What follows belongs to an exercise in optimizing a design on an open flow for small area, a short achievable clock period and few clock cycles; a production flow would make more cautious choices. Only simulation tests tie the RTL to the original design; equivalence was not proved. Power figures rest on the tool's default switching activity, not on a simulated workload.

===== flow/run.sh =====
#!/bin/bash
set -euo pipefail
bash standard.sh SETUP_SLACK_MARGIN=5.3 finish > flow_make.log 2>&1

===== standard.sh =====
#!/bin/bash
# synth_recipe.tcl (not shown) runs the flow's synth.tcl, then flattens the netlist and writes it again
# the make line also repeats each setting of config.mk as NAME=value (left out here)
make -C /OpenROAD-flow-scripts/flow DESIGN_CONFIG=/design/flow/config.mk WORK_HOME=/design/flow/orfs CLKGATE_MAP_FILE= SYNTH_SCRIPT=/design/flow/synth_recipe.tcl "${@:-finish}"

===== config.mk =====
export PLATFORM = sky130hd
export DESIGN_NAME = top
export DESIGN_NICKNAME = top
export VERILOG_FILES = /design/flow/design.v
export SDC_FILE = /design/flow/constraint.sdc
export NUM_CORES = 4
export LEC_CHECK = 0
export CAP_MARGIN = 20
export CORE_MARGIN = 2
export CORE_UTILIZATION = 45
export CTS_CLUSTER_DIAMETER = 100
export CTS_CLUSTER_SIZE = 28
export SLEW_MARGIN = 20

===== constraint.sdc =====
create_clock -name core_clock -period 8.0 [get_ports {clk}]
set_input_delay 1.6000 -clock core_clock [delete_from_list [all_inputs] [get_ports {clk}]]
set_output_delay 1.6000 -clock core_clock [all_outputs]
set_load 0.01 [all_outputs]

===== design.v =====
module top(
    input             clk,
    input             rst,
    input             read_n,
    input             start_in,
    input             valid_input,
    input      [7:0]  r_addr,
    input      [7:0]  X_load,
    output            ry,
    output     [8:0]  data_out,
    output            finish
);
  reg [1:0] ph;
  always @(posedge clk or negedge rst)
    if (!rst) ph <= 2'd0;
    else      ph <= ph + 2'd1;
  wire [1:0] col_head = 2'd0 - ph;    
  reg [3:0] sl;
  always @(posedge clk or negedge rst)
    if (!rst) sl <= 4'b0010;
    else      sl <= {sl[0], sl[3:1]};
  reg       loading;
  reg [4:0] cnt;
  reg [1:0] jslot;
  reg       fin_r;
  always @(posedge clk or negedge rst)
    if (!rst) begin
      loading <= 1'b0;
      cnt     <= 5'd0;
      jslot   <= 2'd3;
      fin_r   <= 1'b0;
    end else begin
      fin_r <= valid_input & loading & (cnt == 5'd31);
      if (start_in) begin
        loading <= 1'b1;
        cnt     <= 5'd0;
        jslot   <= jslot + 2'd1;
      end else if (valid_input & loading) begin
        cnt <= cnt + 5'd1;
        if (cnt == 5'd31) loading <= 1'b0;
      end
    end
  reg [7:0] xb0, xb1, xb2, xb3;
  reg [2:0] kb0, kb1, kb2, kb3;
  reg [1:0] tg0, tg1, tg2, tg3;
  reg [3:0] pend;
  wire       vin = valid_input & loading;
  wire [3:0] ld  = {4{vin}} & (4'b0001 << cnt[1:0]);
  always @(posedge clk) begin
    if (ld[0]) begin xb0 <= X_load; kb0 <= cnt[4:2]; tg0 <= jslot; end
    if (ld[1]) begin xb1 <= X_load; kb1 <= cnt[4:2]; tg1 <= jslot; end
    if (ld[2]) begin xb2 <= X_load; kb2 <= cnt[4:2]; tg2 <= jslot; end
    if (ld[3]) begin xb3 <= X_load; kb3 <= cnt[4:2]; tg3 <= jslot; end
  end
  always @(posedge clk or negedge rst)
    if (!rst) pend <= 4'd0;
    else      pend <= ld | (pend & ~sl);
  function [6:0] coef;
    input [1:0] c;
    input [2:0] k;
    begin
      case ({c, k})
        5'd0:  coef = 7'b1100011;
        5'd1:  coef = 7'b1000000;
        5'd2:  coef = 7'b0110110;
        5'd3:  coef = 7'b1001110;
        5'd4:  coef = 7'b1101101;
        5'd5:  coef = 7'b1010101;
        5'd6:  coef = 7'b1000011;
        5'd7:  coef = 7'b0100110;
        5'd8:  coef = 7'b1011010;
        5'd9:  coef = 7'b0110000;
        5'd10: coef = 7'b1001000;
        5'd11: coef = 7'b1110001;
        5'd12: coef = 7'b1101011;
        5'd13: coef = 7'b1110011;
        5'd14: coef = 7'b1111000;
        5'd15: coef = 7'b1101000;
        5'd16: coef = 7'b0000000;
        5'd17: coef = 7'b0000000;
        5'd18: coef = 7'b0001011;
        5'd19: coef = 7'b0100001;
        5'd20: coef = 7'b0000010;
        5'd21: coef = 7'b0110110;
        5'd22: coef = 7'b0101011;
        5'd23: coef = 7'b1000101;
        5'd24: coef = 7'b1110110;
        5'd25: coef = 7'b0100110;
        5'd26: coef = 7'b0101011;
        5'd27: coef = 7'b1101110;
        5'd28: coef = 7'b0101011;
        5'd29: coef = 7'b0010001;
        5'd30: coef = 7'b1000000;
        default: coef = 7'b1101101;
      endcase
    end
  endfunction
  function [9:0] digits;
    input [6:0] a;
    begin
      digits[2:0] = {a[1:0] == 2'd3, a[1:0] == 2'd2, a[1:0] == 2'd1};
      digits[5:3] = {a[3:2] == 2'd3, a[3:2] == 2'd2, a[3:2] == 2'd1};
      digits[8:6] = {a[5:4] == 2'd3, a[5:4] == 2'd2, a[5:4] == 2'd1};
      digits[9]   = a[6];
    end
  endfunction
  reg [7:0] xsel;
  reg [2:0] ksel;
  reg [1:0] tsel;
  always @(*) begin
    xsel = ({8{sl[0]}} & xb0) | ({8{sl[1]}} & xb1) | ({8{sl[2]}} & xb2) | ({8{sl[3]}} & xb3);
    ksel = ({3{sl[0]}} & kb0) | ({3{sl[1]}} & kb1) | ({3{sl[2]}} & kb2) | ({3{sl[3]}} & kb3);
    tsel = ({2{sl[0]}} & tg0) | ({2{sl[1]}} & tg1) | ({2{sl[2]}} & tg2) | ({2{sl[3]}} & tg3);
  end
  reg [7:0] xs;
  reg [9:0] x3s;
  reg [2:0] ks;
  reg       fs;
  reg [1:0] ts;
  reg       vs;
  always @(posedge clk) begin
    xs  <= xsel;
    x3s <= {2'b00, xsel} + {1'b0, xsel, 1'b0};
    ks  <= ksel;
    fs  <= (ksel == 3'd0);
    ts  <= tsel;
  end
  always @(posedge clk or negedge rst)
    if (!rst) vs <= 1'b0;
    else      vs <= |(pend & sl);
  function [9:0] pp;
    input [2:0] d;
    input [7:0] x;
    input [9:0] x3;
    pp = ({10{d[0]}} & {2'b00, x}) | ({10{d[1]}} & {1'b0, x, 1'b0}) |
         ({10{d[2]}} & x3);
  endfunction
  function [29:0] csa4;
    input [9:0] dg;
    input [7:0] x;
    input [9:0] x3;
    reg [14:0] a, b, c, d, s1, c1, s2, c2;
    begin
      a  = {5'd0, pp(dg[2:0], x, x3)};
      b  = {3'd0, pp(dg[5:3], x, x3), 2'd0};
      c  = {1'd0, pp(dg[8:6], x, x3), 4'd0};
      d  = {1'd0, {8{dg[9]}} & x, 6'd0};
      s1 = a ^ b ^ c;
      c1 = {(a[13:0] & b[13:0]) | (a[13:0] & c[13:0]) | (b[13:0] & c[13:0]), 1'b0};
      s2 = s1 ^ c1 ^ d;
      c2 = {(s1[13:0] & c1[13:0]) | (s1[13:0] & d[13:0]) | (c1[13:0] & d[13:0]), 1'b0};
      csa4 = {c2, s2};
    end
  endfunction
  reg [29:0] cs0, cs1, cs2, cs3;
  reg        f1;
  reg [1:0]  t1;
  reg        v1;
  always @(posedge clk) begin
    cs0 <= csa4(digits(coef(2'd0, ks)), xs, x3s);
    cs1 <= csa4(digits(coef(2'd1, ks)), xs, x3s);
    cs2 <= csa4(digits(coef(2'd2, ks)), xs, x3s);
    cs3 <= csa4(digits(coef(2'd3, ks)), xs, x3s);
    f1  <= fs;
    t1  <= ts;
  end
  always @(posedge clk or negedge rst)
    if (!rst) v1 <= 1'b0;
    else      v1 <= vs;
  reg [14:0] p0, p1, p2, p3;
  reg [3:0]  wr;
  always @(posedge clk) begin
    p0 <= cs0[14:0] + cs0[29:15];
    p1 <= cs1[14:0] + cs1[29:15];
    p2 <= cs2[14:0] + cs2[29:15];
    p3 <= cs3[14:0] + cs3[29:15];
  end
  reg [1:0] t2;
  reg       v2;
  always @(posedge clk or negedge rst)
    if (!rst) begin
      wr <= 4'd0;
      t2 <= 2'd0;
      v2 <= 1'b0;
    end else begin
      wr <= {4{v1}} & (4'b0001 << t1);
      t2 <= t1;
      v2 <= v1;
    end
  wire [1:0]  msel;
  wire [17:0] hm0, hm1, hm3;
  wire [15:0] hm2;
  reg  [17:0] hr0, hr1, hr3;
  reg  [15:0] hr2;
  reg  [1:0]  hslot;
  wire        hz = v1 & f1;      
  always @(posedge clk) begin
    hr0 <= hz ? 18'd0 : hm0;
    hr1 <= hz ? 18'd0 : hm1;
    hr2 <= hz ? 16'd0 : hm2;
    hr3 <= hz ? 18'd0 : hm3;
  end
  always @(posedge clk or negedge rst)
    if (!rst) hslot <= 2'd0;
    else      hslot <= msel;
  wire [17:0] sum0 = hr0 + {3'd0, p0};
  wire [17:0] sum1 = hr1 + {3'd0, p1};
  wire [15:0] sum2 = hr2 + {1'd0, p2};
  wire [17:0] sum3 = hr3 + {3'd0, p3};
  ring_row #(.W(18)) u_row0 (.clk(clk), .wr(wr), .sel(msel), .sum(sum0), .head(hm0));
  ring_row #(.W(18)) u_row1 (.clk(clk), .wr(wr), .sel(msel), .sum(sum1), .head(hm1));
  ring_row #(.W(16)) u_row2 (.clk(clk), .wr(wr), .sel(msel), .sum(sum2), .head(hm2));
  ring_row #(.W(18)) u_row3 (.clk(clk), .wr(wr), .sel(msel), .sum(sum3), .head(hm3));
  localparam S_IDLE = 2'd0, S_B0 = 2'd1, S_B1 = 2'd2, S_WAIT = 2'd3;
  reg [1:0]  st;
  reg [5:0]  pred;
  reg        pfv;
  reg        ry_r;
  reg [8:0]  do_r;
  reg [17:0] pf;
  wire       nb0  = (st == S_B0);
  reg  [1:0] pinc;     
  wire [3:0] tgt  = nb0 ? pred[3:0] + 4'd1 : pred[3:0];
  wire [1:0] tn   = nb0 ? pinc : pred[5:4];
  wire [1:0] tn_h = (nb0 | (st == S_IDLE & pfv)) ? pinc : pred[5:4];
  assign msel = v1 ? t1 : tn_h;
  reg [17:0] cap;
  always @(*) begin
    case (tgt[3:2])
      2'd0: cap = hr0;
      2'd1: cap = hr1;
      2'd2: cap = {2'd0, hr2};
      default: cap = hr3;
    endcase
  end
  wire busy = (loading & (jslot == tn)) |
              (pend[0] & (tg0 == tn)) | (pend[1] & (tg1 == tn)) |
              (pend[2] & (tg2 == tn)) | (pend[3] & (tg3 == tn)) |
              (vs & (ts == tn)) | (v1 & (t1 == tn)) | (v2 & (t2 == tn));
  wire cap_now = ~pfv & (hslot == tn) & (col_head == tgt[1:0]) & ~busy;
  wire req     = ~read_n;
  wire hit     = (r_addr[5:0] == pred) & (pfv | cap_now);
  always @(posedge clk or negedge rst)
    if (!rst) begin
      st   <= S_IDLE;
      pred <= 6'd0;
      pinc <= 2'd0;
      pfv  <= 1'b0;
      ry_r <= 1'b0;
    end else begin
      case (st)
        S_IDLE: begin
          ry_r <= req & hit;
          if (req) begin
            st   <= hit ? S_B0 : S_WAIT;
            pred <= r_addr[5:0];
            pinc <= r_addr[5:4] + {1'b0, &r_addr[3:0]};
          end
        end
        S_WAIT: begin
          ry_r <= cap_now;
          if (cap_now) st <= S_B0;
        end
        S_B0: begin
          ry_r <= 1'b1;
          st   <= S_B1;
          pred <= pred + 6'd1;
          pinc <= pred[5:4] + {1'b0, &pred[3:0]} + {1'b0, pred[3:0] == 4'd14};
        end
        default: begin
          ry_r <= 1'b0;
          st   <= S_IDLE;
        end
      endcase
      if ((loading & (jslot == pred[5:4])) || (st == S_IDLE && req)) pfv <= 1'b0;
      else if (st == S_B0)                                            pfv <= cap_now;
      else if (cap_now)                                               pfv <= 1'b1;
    end
  always @(posedge clk) begin
    if (cap_now) pf <= cap;
    case (st)
      S_B0:    do_r <= pf[17:9];
      S_WAIT:  do_r <= cap[8:0];
      default: do_r <= pfv ? pf[8:0] : cap[8:0];
    endcase
  end
  assign ry       = ry_r;
  assign data_out = do_r;
  assign finish   = fin_r;
endmodule
module ring_row #(parameter W = 18) (
    input              clk,
    input      [3:0]   wr,
    input      [1:0]   sel,
    input      [W-1:0] sum,
    output reg [W-1:0] head
);
  reg [W-1:0] a0, a1, a2, a3;
  reg [W-1:0] b0, b1, b2, b3;
  reg [W-1:0] c0, c1, c2, c3;
  reg [W-1:0] d0, d1, d2, d3;
  always @(posedge clk) begin
    a0 <= a1; a1 <= a2; a2 <= a3; a3 <= wr[0] ? sum : a0;
    b0 <= b1; b1 <= b2; b2 <= b3; b3 <= wr[1] ? sum : b0;
    c0 <= c1; c1 <= c2; c2 <= c3; c3 <= wr[2] ? sum : c0;
    d0 <= d1; d1 <= d2; d2 <= d3; d3 <= wr[3] ? sum : d0;
  end
  always @(*) begin
    case (sel)
      2'd0: head = a1;
      2'd1: head = b1;
      2'd2: head = c1;
      default: head = d1;
    endcase
  end
endmodule

==> summary.txt, run 1 <==
status=no timing/DRC/antenna violations; Max Cap Violations=0; GR Util All Layers=18.0%; ys flop type=dfxtp_1; fin. max-slew vios=0; Post-Synth XOR/XNOR Area=2.32%; Yosys Warn Count=3; Min-Delay Path Class=reg -> reg; part of the Yosys area used for sequential elements=65.6%; Setup crit end kind=output pin; 1st-iter DRT viols=1931; most frequent cell after synthesis=dfxtp_1; Seq cells post-synth=1503; Fin. Hold Viols=0; Area after DPL=48900 sq um; Via density=5.05; Die X=328 um; Post-synth ARST share=2.79%; clock-pin slew on the worst setup and hold paths=0.11 ns; H-tree Lvls=2; Tmin final=2.83 ns; WHS=0.303 ns; fin cells=4927; Final Routed Wirelength=99.1 mm; setup TNS=0 ns; post-synth top area share=58.9%; critical path startpoint category=flop; post-synthesis compound-gate area fraction=6.81%; Initial Utilization=45.5%; post-route cell area=52400 sq um; GP Congestion=0.840; vias in the first global route=24749; Post-Syn Nets=3732; VDD IR max=0.236 mV; worst skew pair latency=0.72 ns; clock tree buffer depth=3; Req. time, crit path=6.40 ns; largest cells by area after synthesis=dfxtp_1 (59%), mux2_2 (6.1%), edfxtp_1 (4.4%), ha_1 (4.2%), mux4_2 (4.1%); Tcrit/Tclk final=35.4%; Fmax achieved=353 MHz; crit path DAT=1.23 ns; largest family of logic cells by synthesized area=multiplexers; Worst Path Max Fanout=1; I/O Buffers=29; Slew headroom=33.6%; IO Pins=32; synth-to-layout area growth=10.8%; DRC Markers=0; CP Cell Sequence=buf_6; core area=104000 sq um; Die ar.=108000 sq um; Post-synth EDFFs=70; via count=24860; Power per Cell Area=255 nW/um^2; Fin Clk Skew=0.0414 ns; worst setup margin=5.17 ns; Mapped Cells=3493; RSZ-0062 raised after global routing=yes; Syn Area/Cell=13.5 sq um; Tot Pwr=13.4 mW; Yosys top cell by area=dfxtp_1; clock net sink count=1503; ANT cells=0; Wirelength per Cell=20.1 um; library cells used by synthesis=77; Syn Std Cell Area=47300 sq um; most common library cells after synthesis=dfxtp_1 (1391), mux2_2 (255), ha_1 (157), inv_1 (135), a21oi_1 (129); CTS Hold Bufs=0; slew of the pin with the lowest slew margin=0.992 ns; pre-CTS setup slack=4.03 ns; family with the most delay on the worst path=flip-flops; fin util=50.5%; initial antenna violation count=6; Routed Antenna Nets=0; largest net degree at the start of global routing=62; path type of the worst setup path=reg -> out; share of post-route cells with drive strength above 1=19.5%; Bufs and invs on worst path=1; post-synthesis simple-gate area fraction=5.22%; TritonCTS Buffers=60; DP Wirelength=61.0 mm; P_leak=21.6 nW; TritonCTS clock tree=built; drt first pass iters=8; critical path's slowest cell=dfxtp_4; global route total overflow=0; row count=118; first-pass GRT wire length=149 mm; Final #Nets=3771; Root Driver=clkbuf_16; DIE HEIGHT=328 um; placed insts=4769; post-synthesis mux area share=10.9%; Synth Area in Adders=6.74%; slowest stage delay, CP=0.41 ns; final setup vio count=0
[state kept, by name, summed over array words and instances (netlist names), 24 cells and up, named ones only]
register and count:
cs0 25, cs2 25, cs3 25, cs1 24
[path summary, 6_finish.rpt]
path                       cells past startpoint  slack (ns)           end    startpoint
min reg2reg                                    0        0.30  u_row3.a2[9]  u_row3.a3[9]
max                                            1        5.17   data_out[2]       do_r[2]
min in group asynchronous                      2        0.95         fin_r           rst
min                                            0        0.30  u_row3.a2[9]  u_row3.a3[9]
max reg2reg                                   12        5.30        pf[11]         st[1]
max in group asynchronous                      2        6.59         wr[1]           rst
[layer usage]
metal	track usage (%)	vias up	routed length [um]
met4	4.67	0	2470
met5	0	-	0
li1	-	12017	-
met1	26.3	12198	48400
met3	1.93	133	3900
met2	28.6	512	44300
[cell usage in the layout, fill, tap and decap left out, types with 79 or more instances in the layout]
cell type,instances
a21oi_1,121
dfxtp_1,1357
ha_1,146
inv_1,129
mux2_2,252
mux4_2,86
nand2_1,110
nor2_1,109
nor2b_1,104
o21ai_0,79
[power by group]
group,switching [mW],internal [mW],leakage (nW)
logic,1.04,0.922,8.46
clock network,2.20,1.47,0.827
registers,0.113,7.64,12.4
total,3.35,10.0,21.6
[timing repair]
| action | in CTS | in global routing |
|---|---|---|
| pin swaps | 18 | 54 |
| resized for setup | 172 | 105 |
| cloned | 5 | 12 |
| setup buffers | 32 | 32 |
| endpoints found under the setup margin | 295 | 226 |
[cell type report]
type | instances | area [sq um]
repair buffers | 131 | 1480
repair inverters | 1 | 5.00
flip-flops and latches | 1503 | 31100
multi-input cells | 1700 | 15800
clock buffers | 69 | 1560
well taps | 1380 | 1730
inverters | 135 | 522
clock inverters | 8 | 139
fillers | 8963 | 51400
[cells by family (layout without fill, tap and decap cells)]
group | after synthesis | count (layout)
xor gates and xnor gates | 125 | 125
and+or+nand+nor | 490 | 490
adders and majority gates | 218 | 218
muxes | 376 | 377
other | 1 | 1
AOI/OAI and AO/OA | 489 | 489
DFF | 1503 | 1503
buffers and inverters | 291 | 344
Testbench counts, summed over its fixed seeds: cycles 5,344.
==> run 2, diff against run 1 <==
==> run.sh (new file) <==
#!/bin/bash
# synth_recipe.tcl (not shown) runs the flow's synth.tcl, then flattens the netlist and writes it again
# the make line also repeats each setting of config.mk as NAME=value (left out here)
make -C /OpenROAD-flow-scripts/flow DESIGN_CONFIG=/design/flow/config.mk WORK_HOME=/design/flow/orfs CLKGATE_MAP_FILE= SYNTH_SCRIPT=/design/flow/synth_recipe.tcl finish
--- a/config.mk
+++ b/config.mk
@@ -10,4 +10,5 @@
 export CORE_UTILIZATION = 45
 export CTS_CLUSTER_DIAMETER = 100
 export CTS_CLUSTER_SIZE = 28
+export SETUP_SLACK_MARGIN = 5
 export SLEW_MARGIN = 20
removed: flow/run.sh
removed: standard.sh
==> run 2 against run 1 <==
Against the previous run: non-clock buffer count decreased by 52; synthesized area is the same; first-iteration DRC count shrank 4.8%; final cell count fell by 1.1%; register-to-register slack got worse by 0.20 ns; combinational power down 19%; sequential power barely moved; design area shrank 2.4%.
==> summary.txt, run 2 <==
status=no timing/DRC/antenna violations; Seq cells post-synth=1503; Fin Clk Skew=0.0550 ns; Max Cap Violations=0; Yosys top cell by area=dfxtp_1; Die ar.=108000 sq um; Tcrit/Tclk final=36.7%; post-synthesis compound-gate area fraction=6.81%; share of post-route cells with drive strength above 1=15.6%; Final Routed Wirelength=96.4 mm; Synth Area in Adders=6.74%; Reg2Reg Depth=10; Post-Syn Nets=3732; Die X=328 um; family with the most delay on the worst path=flip-flops; Via density=5.04; critical path's slowest cell=dfxtp_1; fin. max-slew vios=0; I/O Buffers=29; Tot Pwr=12.9 mW; Fin. Hold Viols=0; Initial Utilization=45.5%; Tmin final=2.94 ns; Routed Antenna Nets=0; clock-pin slew on the worst setup and hold paths=0.10 ns; pre-CTS setup slack=4.02 ns; ANT cells=0; path type of the worst setup path=reg -> out; crit path DAT=1.34 ns; post-route cell area=51100 sq um; Bufs and invs on worst path=1; DIE HEIGHT=328 um; DR WL met3=4.78 mm; library cells used by synthesis=77; via count=24574; commonest cells after routing, fill and taps aside=dfxtp_1 (1380), mux2_2 (254), ha_1 (155); Syn Std Cell Area=47300 sq um; most common library cells after synthesis=dfxtp_1 (1391), mux2_2 (255), ha_1 (157), inv_1 (135), a21oi_1 (129); CP Cell Sequence=clkdlybuf4s15_1; core area=104000 sq um; Power per Cell Area=253 nW/um^2; setup TNS=0 ns; worst setup margin=5.06 ns; GR Util All Layers=17.9%; IO Pins=32; vias in the first global route=24591; first-pass GRT wire length=148 mm; 1st-iter DRT viols=1839; clock tree buffer depth=3; largest net degree at the start of global routing=62; DP Wirelength=61.1 mm; Yosys Warn Count=3; Post-synth EDFFs=70; Setup crit end kind=output pin; Worst Setup SP=do_r[6]; VDD IR max=0.229 mV; WHS=0.293 ns; post-synthesis simple-gate area fraction=5.22%; largest family of logic cells by synthesized area=multiplexers; RR Endpoint=hr2[6]; r2r setup slk=5.10 ns; DR top layer=met4; ys flop type=dfxtp_1; final setup vio count=0; drt first pass iters=7; Slew headroom=35.3%; Req. time, crit path=6.40 ns; RSZ-0062 raised after global routing=yes; Wirelength per Cell=19.8 um; GP Congestion=0.832; Worst Path Max Fanout=1; CP Depth=1; Area after DPL=48900 sq um; largest cells by area after synthesis=dfxtp_1 (59%), mux2_2 (6.1%), edfxtp_1 (4.4%), ha_1 (4.2%), mux4_2 (4.1%); Fmax achieved=341 MHz; slowest stage delay, CP=0.38 ns; initial antenna violation count=7; WL met2=42.2 mm; clock net sink count=1503; worst skew pair latency=0.74 ns; Mapped Cells=3493; commonest non-fill, non-tap cell in the layout=dfxtp_1; row count=118; post-synth top area share=58.9%; biggest regs=cs0: 25 flops, cs2: 25 flops, cs3: 25 flops; Min-Delay Path Class=reg -> reg; post-synthesis mux area share=10.9%; DRC Markers=0; P_leak=21.1 nW; Post-Synth XOR/XNOR Area=2.32%; TritonCTS clock tree=built; slew of the pin with the lowest slew margin=0.970 ns; global route total overflow=0; most frequent cell after synthesis=dfxtp_1; reg2reg start=st[1]; part of the Yosys area used for sequential elements=65.6%; Post-synth ARST share=2.79%; critical path startpoint category=flop; Root Driver=clkbuf_16; Syn Area/Cell=13.5 sq um; H-tree Lvls=2; met1 wire length=47.1 mm; CTS Hold Bufs=0; CP endpoint=data_out[6]; synth-to-layout area growth=8.16%; TritonCTS Buffers=60; Final #Nets=3719
==> run 2: changes by cell type in the layout (fill, tap and decap cells not counted), moves of 7 or more <==
| cell | change |
|---|---|
| buf_4 | -31 |
| dfxtp_1 | +23 |
| buf_6 | -14 |
| dfxtp_2 | -12 |
| dfxtp_4 | -11 |
| ha_1 | +9 |
| clkbuf_16 | -8 |
| o21ai_0 | +8 |
| xnor2_1 | +8 |
| ha_4 | -7 |
| xnor2_2 | -7 |
==> run 2: layout make-up <==
cell class              instances  area, sq um
clock inverters                 7         96.3
clock buffers                  69         1560
repair buffers                 79          773
well taps                    1380         1730
fillers                      9055        52700
flip-flops and latches       1503        31000
inverters                     135          518
multi-input cells            1700        15400
repair inverters                1         5.00
==> run 2: report_power, final <==
part / switching, mW / total (mW) / internal (mW)
sequential: 0.105 / 7.75 / 7.65
clock: 2.21 / 3.61 / 1.41
combinational: 0.918 / 1.58 / 0.665
==> run 2: stage by stage <==
stage / instances / utilization, %
3_5_place_dp: 4771 / 47.1
3_3_place_gp: 4770 / 47.1
2_1_floorplan: 3493 / -
6_report: 4874 / 49.2
4_1_cts: 4856 / 48.9
5_1_grt: 4874 / 49.2
==> run 2: worst min path at each step <==
stage,startpoint,endpoint,cells after the start
2_1_floorplan,fs,f1,0
3_3_place_gp,u_row3.b2[17],u_row3.b1[17],0
3_5_place_dp,u_row0.a2[17],u_row0.a1[17],0
4_1_cts,u_row3.d3[9],u_row3.d2[9],0
5_1_grt,u_row3.b2[12],u_row3.b1[12],0
6_report,u_row3.d3[9],u_row3.d2[9],0
==> run 2: what timing repair did <==
item                                    in CTS  in global routing
gates cloned                                 2                  3
pin swaps                                    3                  2
gates resized for setup                     63                 38
endpoints found under the hold margin        0                  0
endpoints found under the setup margin     176                191
setup buffers                                7                 15
==> run 2: per-layer routing <==
metal | global-route usage (%) | vias up
li1 | - | 11898
met1 | 26.0 | 12105
met2 | 27.5 | 451
met3 | 3.44 | 120
met4 | 4.44 | 0
met5 | 0 | -
==> run 2: kinds of logic after synthesis <==
group	after synthesis
AND/OR/NAND/NOR	490
other	1
flip-flops	1503
AO/OA/AOI/OAI	489
buffers and inverters	291
adder cells (fa/ha/maj)	218
XOR/XNOR	125
multiplexers	376

## re-timing with driven ports
How much do the figures lean on ideal ports? The routed layouts below were timed once more, with nothing changed but the port constraints. Step 1, drivers: a clkbuf_16 drives clk and a buf_2 each remaining input, both assumed. Step 2 times the ports against the registers' clock, not the clock port: input delays grow and output delays shrink by t, the midpoint of the rising clock arrivals with the driver on. a / b / c = no drivers / after step 1 / after step 2; a / b = the first two.
| run | t, ns | slack for setup (ns) | worst setup path at the end | clock arrival spread, ns | pins driven straight from the clock port |
|---|---|---|---|---|---|
| run 1 | 0.761 | 5.166 / 5.100 / 4.677 | input to register | 0.042 / 0.042 | 1 |
| run 2 | 0.774 | 5.064 / 4.999 / 4.516 | input to register | 0.056 / 0.056 | 1 |
After both steps every run listed still meets setup and hold. The setup slack of run 2, which loses most, moves by -0.065 ns with the drivers and by -0.548 ns with both steps.
